Source: an optimization exercise on an open RTL-to-GDS flow (aim: small area). Production flows keep margins and buffers that such runs may drop. Function was checked by simulation only, so behaviour that the tests miss may differ from the original. The clock port is modelled as an ideal driver, which makes a skipped or thinned clock tree look cheaper than it is; a real chip needs a root buffer or a tree. Power is estimated from default activity; no workload was simulated.

==> module uart_vector_processor, before the edit <==
module uart_vector_processor #(
    parameter int BIT_RATE = 115200,
    parameter int CLK_FREQ = 1_843_200,
    parameter int MAX_VECT_SIZE = 8,
    parameter int MAX_MAT_ROWS = 4,
    parameter int MAX_MAT_COLS = 4
)(
    input wire clk,
    input wire resetn,
    input wire uart_rx,
    output wire uart_tx,
    output wire led_busy,
    output wire led_rx_active,
    output wire led_tx_active,
    output wire led_error
);
    localparam [2:0] S_IDLE = 3'b000,    
                     S_SZ   = 3'b001,    
                     S_OP1  = 3'b010,    
                     S_OP2  = 3'b011,    
                     S_TX   = 3'b110,    
                     S_ERR  = 3'b111;    
    reg [2:0] st;
    reg       frm;           
    reg [7:0] fc;            
    reg [3:0] ph;            
    reg [3:0] w;             
    reg [1:0] bi;            
    reg [3:0] L;             
    reg [1:0] op;            
    reg       c;             
    reg       dA;            
    reg       bcur;          
    reg       act;           
    reg       txo;           
    wire [3:0] m = fc[7:4];
    wire s_idle = (st == S_IDLE);
    wire s_sz   = (st == S_SZ);
    wire s_op1  = (st == S_OP1);
    wire s_op2  = (st == S_OP2);
    wire is_tx  = (st == S_TX);
    wire is_err = (st == S_ERR);
    wire is_mat = ~op[1] & ~op[0];
    wire is_dot = op[1] & op[0];
    wire muldot = op[1];
    reg [15:0] rE [0:15];
    reg [15:0] rO [0:15];
    wire [2:0] yidx = w[2:0] & {3{~is_dot}};
    wire XE_lo = rE[{1'b0, w[2:0]}][0];
    wire XO_lo = rO[{1'b0, w[2:0]}][0];
    wire YE = rE[{1'b1, yidx}][0];
    wire YO = rO[{1'b1, yidx}][0];
    wire XE = w[3] ? YE : XE_lo;
    wire XO = w[3] ? YO : XO_lo;
    wire [2:0] bb = {1'b0, bi} + {1'b0, is_tx & is_dot, is_tx & op[1] & ~op[0]};
    wire bitwin = frm & ~m[3];                           
    wire hit    = bitwin & (ph == {bb[1:0], m[2:1]});    
    wire s15    = &ph;
    wire fend   = frm & s15 & m[3] & (m[0] == is_tx);
    wire rxstart = ~frm & ~uart_rx;
    wire txstart = ~frm & is_tx & s15;
    wire rx   = uart_rx;
    wire rxop = frm & ~is_tx;
    wire rhit = hit & rxop;
    wire [2:0] k = m[2:0];
    wire XR   = m[0] ? XO : XE;                          
    wire cin_add = c & ~((bi == 2'd0) & (k == 3'd0));
    wire nb   = s_op1 ? rx : (XR ^ rx ^ cin_add);
    wire cadd = (XR & rx) | (cin_add & (XR ^ rx));
    wire pass   = act;
    wire pfirst = (ph == 4'd0);
    wire cin_m  = c & ~pfirst;
    wire t0 = bcur & XE;
    wire s0 = YE ^ t0 ^ cin_m;
    wire c1 = (YE & t0) | (cin_m & (YE ^ t0));
    wire t1 = bcur & XO;
    wire s1 = YO ^ t1 ^ c1;
    wire c2 = (YO & t1) | (c1 & (YO ^ t1));
    wire capv = ~bb[2] & (muldot ? (m[0] ? YO : YE) : XR);
    wire wrX  = pass | (rhit & (s_op1 | (s_op2 & ~muldot)));
    wire wrY  = pass | (s_op1 & muldot);
    wire XdE = pass ? (dA & ~pfirst) : (m[0] ? XE : nb);
    wire XdO = pass ? XE : (m[0] ? nb : XO);
    wire YdE = pass & s0;
    wire YdO = pass & s1;
    wire UdE = is_mat ? XdE : YdE;
    wire UdO = is_mat ? XdO : YdO;
    genvar gi;
    generate
        for (gi = 0; gi < 16; gi = gi + 1) begin : g_slot
            wire we;
            wire dE, dO;
            if (gi < 8) begin : g_lo
                assign we = wrX & (w == gi);
                assign dE = XdE;
                assign dO = XdO;
            end else begin : g_hi
                assign we = (wrX & (w == gi)) | (wrY & (yidx == gi - 8));
                assign dE = UdE;
                assign dO = UdO;
            end
            always @(posedge clk) begin
                rE[gi] <= {we ? dE : rE[gi][0], rE[gi][15:1]};
                rO[gi] <= {we ? dO : rO[gi][0], rO[gi][15:1]};
            end
        end
    endgenerate
    wire skip = is_mat & (w[1:0] == L[1:0]);
    wire [3:0] wnx = (w | {2'b00, skip, skip}) + 4'd1;
    wire last = (w == L);
    wire brin = (k == 3'd0) | c;
    wire dbit = rx ^ brin;
    always @(posedge clk) begin
        ph <= ph + 4'd1;
        fc <= rxstart ? 8'hF1 : txstart ? 8'h00 : fc + 8'd1;
        dA <= XO;
        if (pass) begin
            c  <= c2;
        end else if (rhit) begin
            c <= s_sz ? (brin & ~rx) : cadd;
        end
        if (rhit & s_idle) begin
            if (k == 3'd0) op[0] <= rx;
            if (k == 3'd1) op[1] <= rx;
        end
        if (rhit & s_sz & (bi == 2'd0) & ~k[2] & (~k[1] | ~is_mat)) begin
            if (is_mat & w[0]) L <= {L[3:2], dbit, L[1]};
            else               L <= {dbit, L[3:1]};
        end
        if (is_tx) begin
            if (hit) bcur <= capv;
        end else if (s15)
            bcur <= rx;
        if (s15)
            act <= bitwin & rxop & s_op2 & muldot;
        if (fend) begin
            if (s_idle) begin
                bi <= 2'd0;
                w  <= 4'd0;
            end else begin
                bi <= bi + 2'd1;
                if (bi == 2'd3)
                    w <= s_sz ? {3'b000, is_mat & ~w[0]} : (last ? 4'd0 : wnx);
            end
        end
    end
    always @(posedge clk or negedge resetn) begin
        if (!resetn) begin
            st  <= S_IDLE;
            frm <= 1'b0;
            txo <= 1'b1;
        end else begin
            if (rxstart | txstart) frm <= 1'b1;
            else if (fend)         frm <= 1'b0;
            if (s15)
                txo <= ~txstart & ~(is_tx & bitwin & ~(hit ? capv : bcur));
            if (rhit & s_idle & (k[2] | k[1]) & (rx ^ (~k[2] & ~k[0] & is_mat)))
                st <= S_ERR;
            else if (fend & (bi == 2'd3 | s_idle)) begin
                case (st)
                    S_IDLE: st <= S_SZ;
                    S_SZ:   if (~(is_mat & ~w[0])) st <= S_OP1;
                    S_OP1:  if (last) st <= S_OP2;
                    S_OP2:  if (last) st <= S_TX;
                    S_TX:   if (last | is_dot) st <= S_IDLE;
                    default: ;
                endcase
            end
        end
    end
    assign uart_tx       = txo;
    assign led_tx_active = is_tx;
    assign led_rx_active = s_sz | s_op1 | s_op2;
    assign led_busy      = led_rx_active | is_tx;
    assign led_error     = is_err;
endmodule
Settings: LEC_CHECK=0, CAP_MARGIN=20, CORE_MARGIN=2, CORE_UTILIZATION=40, CTS_CLUSTER_DIAMETER=100, CTS_CLUSTER_SIZE=35, SLEW_MARGIN=20; clock period 100.0 ns.
standard.sh (not shown) runs the stock make flow with config.mk's settings and CLKGATE_MAP_FILE= SYNTH_SCRIPT=/design/flow/synth_recipe.tcl, a recipe that flattens the netlist after the stock synthesis.
==> flow/flow/run.sh <==
#!/bin/bash
# Own layout flow: the standard ORFS flow (standard.sh), with
#  - synthesis unchanged except that ABC maps the logic with an area-oriented
#    script (flow/abc_area.script: deepsyn AIG optimisation, then area
#    mapping) instead of ORFS's speed script; registers
#    are mapped before ABC runs, so they are the standard synthesis's;
#  - smaller port buffers, no CTS dummy loads, buf_12 clock buffers, and the
#    clock tree's intermediate level removed (root buffer drives the leaf
#    buffers directly).
# Each tool's output goes to a log file in the work folder (and ORFS's own
# logs under orfs/logs).
set -euo pipefail
W=$(pwd)

# ORFS scripts, with ABC's script replaced
rm -rf "$W/scripts_area"
cp -r "$FLOW_HOME/scripts" "$W/scripts_area"
cp "$W/flow/abc_area.script" "$W/scripts_area/abc_speed.script"

bash standard.sh SCRIPTS_DIR="$W/scripts_area" synth > "$W/synth.log" 2>&1

export BUFFER_PORTS_ARGS="-buffer_cell sky130_fd_sc_hd__buf_1"
export CTS_ARGS="-sink_clustering_enable -repair_clock_nets -sink_clustering_size 35 -sink_clustering_max_diameter 100 -dont_use_dummy_load -buf_list sky130_fd_sc_hd__buf_12"
bash standard.sh cts > "$W/place_cts.log" 2>&1

CTS_ODB=$(ls -d "$W"/orfs/results/*/uart_vector_processor/base)/4_cts.odb
CTS_ODB="$CTS_ODB" openroad -no_init -exit "$W/flow/flatten_ctree.tcl" > "$W/flatten_ctree.log" 2>&1

bash standard.sh > "$W/layout.log" 2>&1
Other scripts of this flow, unchanged in this note and not shown: flow/flow/abc_area.script, flow/flow/flatten_ctree.tcl
Next try:
--- a/flow/design.v
+++ b/flow/design.v
@@ -58,5 +58,5 @@
     wire s15    = &ph;
     wire fend   = frm & s15 & m[3] & (m[0] == is_tx);
-    wire rxstart = ~frm & ~uart_rx;
+    wire rxstart = ~frm & ~uart_rx & ~is_err & ~is_tx;
     wire txstart = ~frm & is_tx & s15;
     wire rx   = uart_rx;
Result: The new run passed the timing, design-rule and antenna checks. Total power rose by about 6%. Design area is about the same. Fmax fell by about 0.8%. Setup slack degrades by 180 ps. Non-clock buffer count is unchanged. Area after synthesis stays flat. First-iteration DRC count fell by about 1.6%. Sequential power rose by about 5%.

## re-timing with driven ports
How much do the figures lean on ideal ports? The routed layouts below were timed once more, with nothing changed but the port constraints.
Step 1 sets driving cells, clkbuf_16 on the clock port and buf_2 on the other inputs (assumed; they add their load-dependent delay and slew).
Step 2 also shifts input and output timing later by t, the mid clock arrival at the registers, as if the neighbouring blocks saw the same clock.
a / b / c = no drivers / after step 1 / after step 2; a / b = the first two.
run	t (ns)	setup slack, ns	latest minus earliest clock arrival (ns)
the first run	0.507	77.924 / 77.874 / 77.469	0.016 / 0.016
the second run	0.506	77.742 / 77.692 / 77.359	0.027 / 0.027
After both steps every run listed still meets setup and hold. The setup slack of the first run, which loses most, moves by -0.050 ns with the drivers and by -0.455 ns with both steps.
